Context: an optimization exercise on an open-source flow, tuned for small area, a short achievable clock period and few clock cycles per item. The choices shown serve that exercise and are no tape-out recipe. Function was checked by simulation only, so behaviour that the tests miss may differ from the original. No activity file was given, so power comes from the tool's default toggle rates.

==> flow/design.v <==
module JAM(
	input wire CLK,
	input wire RST,
	input wire [6:0] Cost,
	output reg [2:0] W,
	output reg [2:0] J,
	output reg [3:0] MatchCount,
	output reg [9:0] MinCost,
	output reg  Valid
);
	localparam [2:0] ST_PRE = 3'd0, ST_PRE2 = 3'd1, ST_X = 3'd2,
	                 ST_SRCH = 3'd3, ST_ENDW = 3'd4, ST_FIN = 3'd5,
	                 ST_DONE = 3'd6;
	reg [2:0] st;
	reg [6:0] cnt;          
	reg [6:0] pc;           
	reg       pv;           
	reg [6:0] Creg;
	reg [6:0] v [0:7];      
	reg [2:0] sid [0:7];
	reg [6:0] su  [0:7];
	reg [2:0] ss  [0:7];
	reg [4:0] sk  [0:7];
	reg [2:0] sj  [0:7];
	reg [6:0] mn, m2;
	reg [2:0] am;
	reg [2:0] d;            
	reg       fpop;         
	reg       sf;           
	reg [7:0] mask;         
	reg       rl, rr;       
	reg       bv, bpop, bleaf;
	reg [2:0] bj, bfc;
	reg [7:0] buv;
	reg [9:0] D;            
	integer k;
	always @(*) Valid = (st == ST_DONE);
	wire       p1v   = pv && !pc[6];
	wire       p2v   = pv && pc[6];
	wire       first = (pc[2:0] == 3'd0);
	wire [6:0] x     = p2v ? (Creg - v[pc[2:0]]) : Creg;
	wire       lt1   = x < mn;
	wire       lt2   = x < m2;
	wire       sx   = (st == ST_X);
	wire [6:0] gap  = m2 - mn;
	wire [4:0] kn   = (gap > 7'd31) ? 5'd31 : gap[4:0];
	wire [2:0] rn   = sx ? 3'd7 : (pc[5:3] - 3'd1);
	wire       ins  = sx || (p2v && first && pc[5:3] != 3'd0);
	wire       addm = sx || (p2v && first && pc[5:3] == 3'd0) || ins ||
	                  (p1v && first && pc != 7'd0);
	reg [7:0] ge;
	reg [7:0] put;    
	reg [7:0] shr;    
	always @(*) begin
		for (k = 0; k < 8; k = k + 1)
			ge[k] = (k < rn) && (sk[k] >= kn);
		for (k = 0; k < 8; k = k + 1) begin
			put[k] = !ge[k] && (k == 0 || ge[k-1]);
			shr[k] = !ge[k] && !put[k];
		end
	end
	wire [2:0] sid0 = rl ? sid[1] : rr ? sid[7] : sid[0];
	wire [2:0] sid1 = rl ? sid[2] : rr ? sid[0] : sid[1];
	wire [2:0] sid7 = rl ? sid[0] : rr ? sid[6] : sid[7];
	wire [6:0] su0  = rl ? su[1]  : rr ? su[7]  : su[0];
	wire [2:0] ss0  = rl ? ss[1]  : rr ? ss[7]  : ss[0];
	wire [2:0] ss1  = rl ? ss[2]  : rr ? ss[0]  : ss[1];
	wire [2:0] sj7  = rl ? sj[0]  : rr ? sj[6]  : sj[7];
	function [3:0] nextcol;
		input [7:0] m;
		input [2:0] s0;
		input [2:0] c0;
		input       from0;
		reg [7:0] rm;
		reg [2:0] off;
		reg [2:0] q;
		reg       f;
		integer n;
		begin
			rm = (m >> s0) | (m << (4'd8 - s0));
			off = c0 - s0;
			f = 1'b0;
			q = 3'd0;
			for (n = 7; n >= 0; n = n - 1)
				if (!rm[n] && (from0 || n > off)) begin
					f = 1'b1;
					q = n;
				end
			nextcol = {f, q + s0};
		end
	endfunction
	wire       srch   = (st == ST_SRCH);
	wire [7:0] onej   = 8'd1 << J;
	wire [7:0] mask_l = fpop ? (mask & ~onej) : mask;
	wire [3:0] nx     = nextcol(mask_l, ss0, J, 1'b0);
	wire [3:0] fc     = nextcol(mask | onej, ss1, 3'd0, 1'b1);
	wire       top    = (d == 3'd0);
	wire       fleaf  = (d == 3'd7);
	wire [10:0] thr  = {1'b0, D} + {3'b000, buv};
	wire        gt   = {4'b0000, Creg} > thr;
	wire        eq   = {4'b0000, Creg} == thr;
	wire        bs   = bv && !bpop;
	wire        down = srch && bs && !bleaf && !gt;     
	wire        issue = srch && !down && !sf;           
	wire        wait_ = issue && !fpop && !nx[3] && !fleaf;
	wire        goback = srch && !down && (sf || (issue && !nx[3] && (fleaf || fpop)));
	wire        finish = goback && top;
	wire        back   = goback && !top;
	always @(posedge CLK or posedge RST) begin
		if (RST) begin
			st <= ST_PRE;
			cnt <= 7'd0;
			pv <= 1'b0;
			W <= 3'd0;
			J <= 3'd0;
			d <= 3'd0;
			mask <= 8'd0;
			fpop <= 1'b0;
			sf <= 1'b0;
			bv <= 1'b0;
			rl <= 1'b0;
			rr <= 1'b0;
			D <= 10'h3ff;
			MatchCount <= 4'd0;
		end else begin
			rl <= down;
			rr <= back;
			pv <= (st == ST_PRE);
			bv <= issue;
			case (st)
				ST_PRE: begin
					cnt <= cnt + 7'd1;
					if (cnt[6] == 1'b0 && cnt[5:0] != 6'd63) begin
						W <= cnt[2:0] + 3'd1;
						J <= cnt[5:3] + {2'b00, cnt[2:0] == 3'd7};
					end else begin
						W <= cnt[5:3] + {2'b00, cnt[2:0] == 3'd7};
						J <= cnt[2:0] + 3'd1;
					end
					if (cnt == 7'd127) st <= ST_PRE2;
				end
				ST_PRE2: st <= ST_X;
				ST_X: begin
					W <= put[0] ? 3'd7 : sid[0];
					J <= put[0] ? am : ss[0];
					st <= ST_SRCH;
				end
				ST_SRCH: begin
					sf <= wait_;
					if (down) begin
						d <= d + 3'd1;
						mask <= mask | (8'd1 << bj);
						J <= bfc;
						W <= sid1;
						fpop <= 1'b0;
					end else if (goback) begin
						if (top) st <= ST_ENDW;
						else begin
							d <= d - 3'd1;
							J <= sj7;
							W <= sid7;
							fpop <= 1'b1;
						end
						if (issue) mask <= mask_l;
					end else if (issue) begin
						mask <= mask_l;
						if (nx[3]) begin
							J <= nx[2:0];
							fpop <= 1'b0;
						end
					end
				end
				ST_ENDW: st <= ST_FIN;
				ST_FIN: st <= ST_DONE;
				default: ;
			endcase
			if (bv && bpop)
				D <= D - {2'b00, buv} + {3'b000, Creg};
			else if (down)
				D <= thr[9:0] - {3'b000, Creg};
			else if (bs && bleaf && !gt) begin
				if (eq) MatchCount <= MatchCount + 4'd1;
				else begin
					D <= {3'b000, Creg} - {2'b00, buv};
					MatchCount <= 4'd1;
				end
			end
		end
	end
	always @(posedge CLK) begin
		Creg <= Cost;
		pc <= cnt;
		bpop <= fpop;
		bleaf <= fleaf && !fpop;
		bj <= J;
		bfc <= fc[2:0];
		buv <= su0 + v[J];
		if (p1v || p2v) begin
			if (first) begin
				mn <= x; m2 <= 7'h7f; am <= 3'd0;
			end else if (lt1) begin
				mn <= x; m2 <= mn; am <= pc[2:0];
			end else if (lt2) begin
				m2 <= x;
			end
		end
		if (p1v && pc[2:0] == 3'd7)
			v[pc[5:3]] <= lt1 ? x : mn;
		if (p1v && pc == 7'd0)
			MinCost <= 10'd0;
		else if (addm)
			MinCost <= MinCost + {3'b000, mn};
		else if (st == ST_FIN)
			MinCost <= MinCost + D;
		for (k = 0; k < 8; k = k + 1) begin
			if (ins) begin
				if (put[k]) begin
					sid[k] <= rn; su[k] <= mn; ss[k] <= am; sk[k] <= kn;
				end else if (shr[k]) begin
					sid[k] <= sid[(k+7)%8]; su[k] <= su[(k+7)%8];
					ss[k] <= ss[(k+7)%8];   sk[k] <= sk[(k+7)%8];
				end
			end else if (rl) begin
				sid[k] <= sid[(k+1)%8]; su[k] <= su[(k+1)%8];
				ss[k] <= ss[(k+1)%8];   sj[k] <= sj[(k+1)%8];
			end else if (rr) begin
				sid[k] <= sid[(k+7)%8]; su[k] <= su[(k+7)%8];
				ss[k] <= ss[(k+7)%8];   sj[k] <= sj[(k+7)%8];
			end
		end
		if (down)
			sj[0] <= bj;
	end
endmodule
==> flow/run.sh <==
#!/bin/bash
# synth_recipe.tcl (not shown) runs the flow's synth.tcl, then flattens the netlist and writes it again
# the make line also repeats each setting of config.mk as NAME=value (left out here)
make -C /OpenROAD-flow-scripts/flow DESIGN_CONFIG=/design/flow/config.mk WORK_HOME=/design/flow/orfs CLKGATE_MAP_FILE= SYNTH_SCRIPT=/design/flow/synth_recipe.tcl finish
==> flow/config.mk <==
export PLATFORM = sky130hd
export DESIGN_NAME = JAM
export DESIGN_NICKNAME = JAM
export VERILOG_FILES = /design/flow/design.v
export SDC_FILE = /design/flow/constraint.sdc
export NUM_CORES = 4
export LEC_CHECK = 0
export CAP_MARGIN = 20
export CORE_MARGIN = 2
export CORE_UTILIZATION = 40
export SLEW_MARGIN = 20
==> flow/constraint.sdc <==
create_clock -name core_clock -period 20.0 [get_ports {CLK}]
set_input_delay 4.0000 -clock core_clock [delete_from_list [all_inputs] [get_ports {CLK}]]
set_output_delay 4.0000 -clock core_clock [all_outputs]
set_load 0.01 [all_outputs]
==> notes.md <==
==> routing by layer <==
metal / track usage / vias up / share of wire
met1: 0.2947 / 7764 / 0.45
met3: 0.03334 / 98 / 0.062
li1: - / 7573 / -
met4: 0.05769 / 0 / 0.023
met2: 0.3443 / 536 / 0.46
met5: 0 / - / 0
==> placed cells by master (no fill, tap or decap), types with 43 or more instances in the layout <==
master	Yosys	layout
a21oi_1	121	120
inv_1	127	126
mux2i_1	73	73
o21ai_0	126	119
nor2_1	234	234
a21o_1	56	56
xnor2_1	50	50
edfxtp_1	233	233
dfxtp_1	43	43
ha_1	133	133
nand2_1	191	190
o22ai_1	70	70
==> layout make-up <==
cell class	count	area, µm²
Fill cell	4839	28410
Multi-Input combinational cell	1521	10730
Sequential cell	323	9047
Clock buffer	48	1007
Tap cell	680	850.8
Timing Repair Buffer	65	560.5
Inverter	135	506.7
Clock inverter	16	183.9
==> final timing paths <==
check	cells past startpoint	endpoint	slack, ps
max	2	Valid	13920
min	0	pc[6]$_DFF_P_	460
max reg2reg	21	ss[6][0]$_DFFE_PP_	14000
min reg2reg	0	pc[6]$_DFF_P_	460
max in group asynchronous	3	rl$_DFF_PP0_	15590
min in group asynchronous	3	MatchCount[3]$_DFFE_PP0P_	3930
==> cell usage after synthesis, types with 7 or more instances <==
library cell  count  share of area
or3_1            12         0.0036
nor2_1          234          0.042
nand4_1           9         0.0027
o21ai_0         126          0.030
nor3_1           40         0.0097
o21a_1            8         0.0029
nand2b_1         30         0.0091
o21bai_1          9         0.0033
dfxtp_1          43          0.042
buf_2             7         0.0017
buf_1            15         0.0027
edfxtp_1        233           0.34
o22ai_1          70          0.021
nand2_1         191          0.035
a21oi_1         121          0.029
xnor2_1          50          0.021
a22oi_1          10         0.0036
nand3_1          24         0.0058
o31ai_1          12         0.0043
dfstp_2          10          0.013
a211oi_1          9         0.0033
mux2_2           33          0.018
fa_1             18          0.017
and2_1           17         0.0051
xor2_1           13         0.0055
mux4_2           31          0.034
a21o_1           56          0.020
o211ai_1         21         0.0076
mux2i_1          73          0.035
clkbuf_1         89          0.016
a31oi_1          21         0.0063
and3_1            7         0.0021
ha_1            133          0.080
inv_1           127          0.023
dfrtp_1          37          0.045
nor2b_1          28         0.0085
==> state kept, by name, indices dropped and copies added (netlist names), 8 cells and up <==
register,flops
v,56
sid,24
sk,35
mask,8
su,56
D,10
ss,24
MinCost,10
sj,24
buv,8
==> cell families (layout without fill, tap and decap cells) <==
group | after synthesis | in the layout | synth area share
buffers and inverters | 248 | 264 | 0.04591
AOI/OAI and AO/OA | 540 | 540 | 0.1668
xor gates and xnor gates | 63 | 63 | 0.02664
and+or+nand+nor | 621 | 621 | 0.1349
DFF | 323 | 323 | 0.4367
adders and majority gates | 151 | 151 | 0.09774
muxes | 143 | 143 | 0.09109
other | 1 | 3 | 0.0001810
==> stage by stage <==
stage	worst slack [ps]	instances	power [mW]
2_1_floorplan	14850	2092	1.399
3_3_place_gp	14260	2724	1.593
3_5_place_dp	14060	2724	1.615
4_1_cts	13920	2788	2.305
5_1_grt	13620	2788	2.436
6_report	13920	2788	2.293
==> power breakdown <==
part | switching [mW] | internal, mW | total [mW]
registers | 0.0539 | 0.798 | 0.852
logic | 0.447 | 0.308 | 0.755
clock network | 0.280 | 0.406 | 0.686
==> out/metrics.csv <==
stage,metric,value,unit
status,status,finished clean,
synthesis,Synth cell types,88,
critical_path,"Max FO, Critical Path",17,
global_route,initial antenna violation count,0,
cells_and_area,final core utilization,0.4461,
timing,Slew Limit Fails,0,
floorplan,die area,53620,µm²
power,power per cell area,100.2,nW/µm²
synthesis,post-synthesis cell count,2090,
synthesis,"Avg Cell Area, Syn",9.911,µm²
cells_and_area,layout cells sized above 1,0.09108,
floorplan,Chip Width,231.6,µm
placement,routability cong.,0.9001,
cts,number of buffers created by CTS,36,
cts,H-tree Lvls,2,
placement,Port-buffer cells,29,
cts,setup repair bufs after CTS,0,
routing,DR vias/cell,5.728,
synthesis,Synth Register Bits,323,
critical_path,"delay-heaviest family, CP",buffers and inverters,
cts,CTS tree,done,
critical_path,Setup crit start kind,register,
synthesis,dominant synthesized flop cell,edfxtp_1,
floorplan,CORE AREA,51300,µm²
global_route,vias in the first global route,15550,
routing,drc violations,0,
timing,final hold viol count,0,
floorplan,num ports,30,
critical_path,Worst Path Buf+Inv,1,
synthesis,Post-synth ARST share,0.1455,
cts,Root Buffer,clkbuf_16,
timing,Final TNS setup,0,ps
cells_and_area,# diodes,0,
floorplan,die height,231.6,µm
critical_path,origin of the critical flop-to-flop path,mn[0]$_DFFE_PP_,
cts,cts hold-fix bufs,0,
placement,"Cell Area, Placed",21690,µm²
routing,total number of vias,15970,
timing,worst hold slack,462.8,ps
job,max_cap viols,0,
global_route,All-Layer GR Usage,0.2123,
synthesis,synth warn,7,
critical_path,CP Capture Type,primary output,
critical_path,critical path arrival,2080,ps
synthesis,register area share after synthesis,0.4367,
cells_and_area,final net count,2242,
power,Max rail drop VDD,0.07900,mV
timing,Fmax,164.4,MHz
placement,dpl hpwl,40.83,mm
timing,RSZ-0062 raised after global routing,false,
floorplan,row count,83,
cts,CTS sink count,323,
critical_path,CP required,16000,ps
critical_path,"Max stage delay cell, worst path",clkdlybuf4s50_1,
floorplan,Initial Utilization,0.4038,
hold_path,worst hold path type,reg2reg,
cts,clock latency (worst-skew pair),560,ps
cts,clk slew on worst S/H paths,60,ps
timing,Final setup violation count,0,
routing,WL final,57.02,mm
cts,# resized after CTS,0,
power,leakage power total,8.838,nW
global_route,total global routing overflow,0,
critical_path,Setup CP Type,reg2out,
routing,first-pass iteration count of the detailed router,6,
cts,Clock Path Buffers,3,
timing,final period utilization,0.3042,
hold_path,HP Start,cnt[6]$_DFFE_PP0P_,
routing,initial drt markers,1648,
critical_path,crit path launch,st[0]$_DFFE_PP0P_,
routing,DRT antenna net count,0,
routing,WL/cell,20.45,µm
timing,Worst-Margin Slew,1100,ps
critical_path,cells along the critical path,"nor3b_1, clkdlybuf4s50_1",
global_route,maximum number of pins on one net before global-route repair,79,
cells_and_area,layout overhead on the synthesized area,10.49,%
timing,max_slew headroom,0.2640,
synthesis,Post-Syn Area,20710,µm²
timing,final setup skew,24.03,ps
cells_and_area,post-route cell area,22890,µm²
critical_path,max incr delay on CP,660,ps
synthesis,Post-synth EDFFs,233,
timing,fin crit period,6084,ps
global_route,first-pass GRT wire length,89.36,mm
Testbench counts, summed over its fixed seeds: cycles 6,770, items 24.

afterwards: timing with drivers on the ports:
The flow's constraints put no driver on any port. The routed layout listed below was extracted and timed again, unchanged, in two steps.
Step 1 sets driving cells, clkbuf_16 on the clock port and buf_2 on the other inputs (assumed; they add their load-dependent delay and slew).
Step 2 moves the port delays by t, midway between the first and last clock arrival at a register: inputs arrive t later, outputs are due t later. That takes back most of the time a late clock gives input paths.
Three values: ideal ports, drivers, drivers and shift; two values: the first two.
t, ns: 0.602
slack for setup (ns): 13.916 / 13.863 / 14.002
worst setup path after step 2: register to register
worst data-port slew with drivers (ns): 0.05
After both steps this run still meets setup and hold. The setup slack of this run moves by -0.053 ns with the drivers and by +0.086 ns with both steps.
